This design comes from an exercise in tuning for small area, a short achievable clock period and few clock cycles per item on the open sky130 flow, not from production work.
At most, simulation tests tie the RTL to the original design; equivalence was not proved.
Power and IR drop assume default switching activity.

==> module addr_channel, before the edit <==
module addr_channel (
    input  wire        clk,
    input  wire        reset,
    input  wire [31:0] base,
    input  wire [2:0]  words,
    input  wire        active,
    input  wire        started,
    input  wire        ready,
    output wire        valid,
    output wire [31:0] addr
);
localparam GROUP = 27;                  
localparam NG = (27 + GROUP - 1) / GROUP;
reg           left;                     
reg  [2:0]    low;                      
reg  [NG-1:0] gcarry;                   
assign valid = left & active;
wire   accept = valid & ready;
assign addr[1:0] = base[1:0];
assign addr[4:2] = started ? low : base[4:2];
wire [2:0] low_next = addr[4:2] + {2'd0, accept};
wire [2:0] low_end  = base[4:2] + words;
wire       carry_next = gcarry[0] | (accept & (&addr[4:2]));
genvar k, g;
generate
    for (k = 5; k < 32; k = k + 1) begin : g_inc
        if ((k - 5) % GROUP == 0) begin : g_first
            assign addr[k] = base[k] ^ gcarry[(k - 5) / GROUP];
        end else begin : g_rest
            assign addr[k] = base[k] ^ (gcarry[(k - 5) / GROUP] & (&base[k-1:5 + GROUP * ((k - 5) / GROUP)]));
        end
    end
    for (g = 0; g < NG; g = g + 1) begin : g_carry
        wire next;
        if (g == 0) begin : g_low
            assign next = carry_next;
        end else begin : g_high
            assign next = carry_next & (&base[5 + GROUP * g - 1:5]);
        end
        always @(posedge clk) begin
            if (reset)
                gcarry[g] <= 1'b0;
            else
                gcarry[g] <= next;
        end
    end
endgenerate
always @(posedge clk)
    low <= low_next;
always @(posedge clk) begin
    if (reset)
        left <= 1'b1;
    else if (accept && low_next == low_end)
        left <= 1'b0;
end
endmodule
export LEC_CHECK = 0
export CAP_MARGIN = 20
export CORE_MARGIN = 2
export CORE_UTILIZATION = 45
export SLEW_MARGIN = 20
create_clock -name core_clock -period 3.5 [get_ports {clk}]
standard.sh (not shown) runs the stock make flow with config.mk's settings and CLKGATE_MAP_FILE= SYNTH_SCRIPT=/design/flow/synth_recipe.tcl, a recipe that flattens the netlist after the stock synthesis.
==> flow/flow/run.sh <==
#!/bin/bash
# ORFS layout with two changes from the standard one:
#  - synthesis maps the logic with a plain delay-oriented ABC script (no
#    full/half-adder extraction, no ABC buffering or resizing); everything else
#    in synthesis, including the registers, is the standard synthesis;
#  - the port buffers are the smallest buffer cell.
set -euo pipefail
here=$(pwd)
rm -rf "$here/scripts_abc"
cp -r "$FLOW_HOME/scripts" "$here/scripts_abc"
printf '&get -n\n&st\n&dch\n&nf -p\n&put\n' > "$here/scripts_abc/abc_speed.script"
bash standard.sh "SCRIPTS_DIR=$here/scripts_abc" 'ADDER_MAP_FILE=' synth > synth.log 2>&1
bash standard.sh 'BUFFER_PORTS_ARGS=-buffer_cell sky130_fd_sc_hd__buf_1' finish > layout.log 2>&1
Rerun with:
--- a/flow/design.v
+++ b/flow/design.v
@@ -64,13 +64,13 @@
     input  wire        active,
     input  wire        started,
     input  wire        ready,
     output wire        valid,
     output wire [31:0] addr
 );
-localparam GROUP = 27;                  
+localparam GROUP = 4;                   
 localparam NG = (27 + GROUP - 1) / GROUP;
 reg           left;                     
 reg  [2:0]    low;                      
 reg  [NG-1:0] gcarry;                   
 assign valid = left & active;
 wire   accept = valid & ready;
Result: Die area increases by 11%. Cell count increases by 3.2%. Non-clock buffer count decreases by 3. Clock power increases by 27%. Wire length increases by 6.2%. Register-to-register slack got worse by 0.08 ns. Cell area increases by 9.0%. Via count increases by 2.0%.
Testbench counts after the change, summed over its fixed seeds: cycles 29,253, words 9,566.
No functional check of the RTL was part of the first run of this note.

---

The RTL this note starts from:
==> flow/design.v <==
module master_dma (
    input  wire        clk,
    input  wire        reset,
    input  wire        trigger,
    input  wire [4:0]  length,
    input  wire [31:0] source_address,
    input  wire [31:0] destination_address,
    output wire        done,
    output wire [31:0] ARADDR,
    output wire        ARVALID,
    input  wire        ARREADY,
    input  wire [31:0] RDATA,
    input  wire        RVALID,
    output wire        RREADY,
    output wire [31:0] AWADDR,
    output wire        AWVALID,
    input  wire        AWREADY,
    output wire [31:0] WDATA,
    output wire        WVALID,
    input  wire        WREADY,
    input  wire        BVALID,
    output wire        BREADY
);
wire [2:0] words = length[4:2];
reg       started;      
reg       done_r;       
reg       b_is_last;    
reg [2:0] b_count;      
wire active = started | trigger;
addr_channel u_ar (.clk(clk), .reset(reset), .base(source_address), .words(words),
                   .active(active), .started(started), .ready(ARREADY),
                   .valid(ARVALID), .addr(ARADDR));
addr_channel u_aw (.clk(clk), .reset(reset), .base(destination_address), .words(words),
                   .active(active), .started(started), .ready(AWREADY),
                   .valid(AWVALID), .addr(AWADDR));
assign WVALID = RVALID & started;
assign WDATA  = RDATA;
assign RREADY = WREADY;
assign BREADY = 1'b1;
wire b_last = BVALID & b_is_last;
assign done = done_r | b_last;
wire [2:0] b_count_next = b_count + {2'd0, BVALID};
always @(posedge clk) begin
    if (reset) begin
        started   <= 1'b0;
        done_r    <= 1'b0;
        b_count   <= 3'd0;
    end else begin
        if (trigger)
            started <= 1'b1;
        if (b_last)
            done_r <= 1'b1;
        b_count   <= b_count_next;
    end
end
always @(posedge clk)
    b_is_last <= (b_count_next + 3'd1 == words);
endmodule
module addr_channel (
    input  wire        clk,
    input  wire        reset,
    input  wire [31:0] base,
    input  wire [2:0]  words,
    input  wire        active,
    input  wire        started,
    input  wire        ready,
    output wire        valid,
    output wire [31:0] addr
);
localparam GROUP = 27;                  
localparam NG = (27 + GROUP - 1) / GROUP;
reg           left;                     
reg  [2:0]    low;                      
reg  [NG-1:0] gcarry;                   
assign valid = left & active;
wire   accept = valid & ready;
assign addr[1:0] = base[1:0];
assign addr[4:2] = started ? low : base[4:2];
wire [2:0] low_next = addr[4:2] + {2'd0, accept};
wire [2:0] low_end  = base[4:2] + words;
wire       carry_next = gcarry[0] | (accept & (&addr[4:2]));
genvar k, g;
generate
    for (k = 5; k < 32; k = k + 1) begin : g_inc
        if ((k - 5) % GROUP == 0) begin : g_first
            assign addr[k] = base[k] ^ gcarry[(k - 5) / GROUP];
        end else begin : g_rest
            assign addr[k] = base[k] ^ (gcarry[(k - 5) / GROUP] & (&base[k-1:5 + GROUP * ((k - 5) / GROUP)]));
        end
    end
    for (g = 0; g < NG; g = g + 1) begin : g_carry
        wire next;
        if (g == 0) begin : g_low
            assign next = carry_next;
        end else begin : g_high
            assign next = carry_next & (&base[5 + GROUP * g - 1:5]);
        end
        always @(posedge clk) begin
            if (reset)
                gcarry[g] <= 1'b0;
            else
                gcarry[g] <= next;
        end
    end
endgenerate
always @(posedge clk)
    low <= low_next;
always @(posedge clk) begin
    if (reset)
        left <= 1'b1;
    else if (accept && low_next == low_end)
        left <= 1'b0;
end
endmodule
module dma_top (
    input  wire        clk,
    input  wire        reset,
    input  wire        trigger,
    input  wire [4:0]  length,
    input  wire [31:0] source_address,
    input  wire [31:0] destination_address,
    output wire        done,
    output wire [31:0] ARADDR,
    output wire        ARVALID,
    input  wire        ARREADY,
    input  wire [31:0] RDATA,
    input  wire        RVALID,
    output wire        RREADY,
    output wire [31:0] AWADDR,
    output wire        AWVALID,
    input  wire        AWREADY,
    output wire [31:0] WDATA,
    output wire        WVALID,
    input  wire        WREADY,
    input  wire        BVALID,
    output wire        BREADY
);
master_dma u_dma (
    .clk(clk),
    .reset(reset),
    .trigger(trigger),
    .length(length),
    .source_address(source_address),
    .destination_address(destination_address),
    .done(done),
    .ARADDR(ARADDR),
    .ARVALID(ARVALID),
    .ARREADY(ARREADY),
    .RDATA(RDATA),
    .RVALID(RVALID),
    .RREADY(RREADY),
    .AWADDR(AWADDR),
    .AWVALID(AWVALID),
    .AWREADY(AWREADY),
    .WDATA(WDATA),
    .WVALID(WVALID),
    .WREADY(WREADY),
    .BVALID(BVALID),
    .BREADY(BREADY)
);
endmodule
export LEC_CHECK = 0
export CAP_MARGIN = 20
export CORE_MARGIN = 2
export CORE_UTILIZATION = 45
export SETUP_SLACK_MARGIN = 1.3
export SLEW_MARGIN = 20
create_clock -name core_clock -period 3.5 [get_ports {clk}]
Scripts as last shown in full above: flow/flow/run.sh
The baseline ran to the end with no violations.
Rerun with:
--- a/flow/design.v
+++ b/flow/design.v
@@ -23,10 +23,9 @@
 );
 wire [2:0] words = length[4:2];
 reg       started;      
 reg       done_r;       
-reg       b_is_last;    
-reg [2:0] b_count;      
+reg [2:0] b_left;       
 wire active = started | trigger;
 addr_channel u_ar (.clk(clk), .reset(reset), .base(source_address), .words(words),
                    .active(active), .started(started), .ready(ARREADY),
                    .valid(ARVALID), .addr(ARADDR));
@@ -36,26 +35,23 @@
 assign WVALID = RVALID & started;
 assign WDATA  = RDATA;
 assign RREADY = WREADY;
 assign BREADY = 1'b1;
-wire b_last = BVALID & b_is_last;
+wire b_last = BVALID & (b_left == 3'd1);
 assign done = done_r | b_last;
-wire [2:0] b_count_next = b_count + {2'd0, BVALID};
 always @(posedge clk) begin
     if (reset) begin
-        started   <= 1'b0;
-        done_r    <= 1'b0;
-        b_count   <= 3'd0;
+        started <= 1'b0;
+        done_r  <= 1'b0;
     end else begin
         if (trigger)
             started <= 1'b1;
         if (b_last)
             done_r <= 1'b1;
-        b_count   <= b_count_next;
     end
 end
 always @(posedge clk)
-    b_is_last <= (b_count_next + 3'd1 == words);
+    b_left <= started ? b_left - {2'd0, BVALID} : words;
 endmodule
 module addr_channel (
     input  wire        clk,
     input  wire        reset,
@@ -66,9 +62,9 @@
     input  wire        ready,
     output wire        valid,
     output wire [31:0] addr
 );
-localparam GROUP = 27;                  
+localparam GROUP = 4;                   
 localparam NG = (27 + GROUP - 1) / GROUP;
 reg           left;                     
 reg  [2:0]    low;                      
 reg  [NG-1:0] gcarry;                   
=> Routed wire length went down by 37%. Register-to-register slack gets better by 0.10 ns. Hold slack gets better by 0.0058 ns. Non-clock buffer count went down by 56. Area after synthesis went up by 9.8%. Global-route usage went down by 6.9 points. Count of clock-buffer cells in the layout went down by 1. Die area went up by 9.2%. Cell area went down by 30%.
No run of this note included a check of the RTL's function; only the layout flow was run.

## static timing again, ports no longer ideal
How much do the figures lean on ideal ports? The routed layouts below were timed once more, with nothing changed but the port constraints.
Step 1, drivers: a clkbuf_16 drives clk and a buf_2 each remaining input, both assumed.
Step 2 also shifts input and output timing later by t, the mid clock arrival at the registers, as if the neighbouring blocks saw the same clock.
Slacks: no drivers / after step 1 / after step 2; pairs: no drivers / after step 1.
| run | t (ns) | setup WS [ns] | worst hold slack (ns) | clock arrival spread, ns | worst register clock-pin slew, ns |
|---|---|---|---|---|---|
| the first run of note 1 | 0.267 | 0.383 / 0.359 / 0.359 | 0.472 / 0.472 / 0.472 | 0.004 / 0.004 | 0.06 / 0.06 |
| the second run of note 1 | 0.289 | 1.128 / 1.105 / 1.100 | 0.488 / 0.488 / 0.488 | 0.001 / 0.002 | 0.09 / 0.09 |
| the first run of note 2 | 0.274 | 0.568 / 0.509 / 0.509 | 0.482 / 0.482 / 0.482 | 0.002 / 0.002 | 0.06 / 0.06 |
| the second run of note 2 | 0.299 | 1.339 / 1.316 / 1.184 | 0.488 / 0.488 / 0.488 | 0.011 / 0.011 | 0.11 / 0.11 |
After both steps every run listed still meets setup and hold. The setup slack of the second run of note 2, which loses most, moves by -0.023 ns with the drivers and by -0.155 ns with both steps.
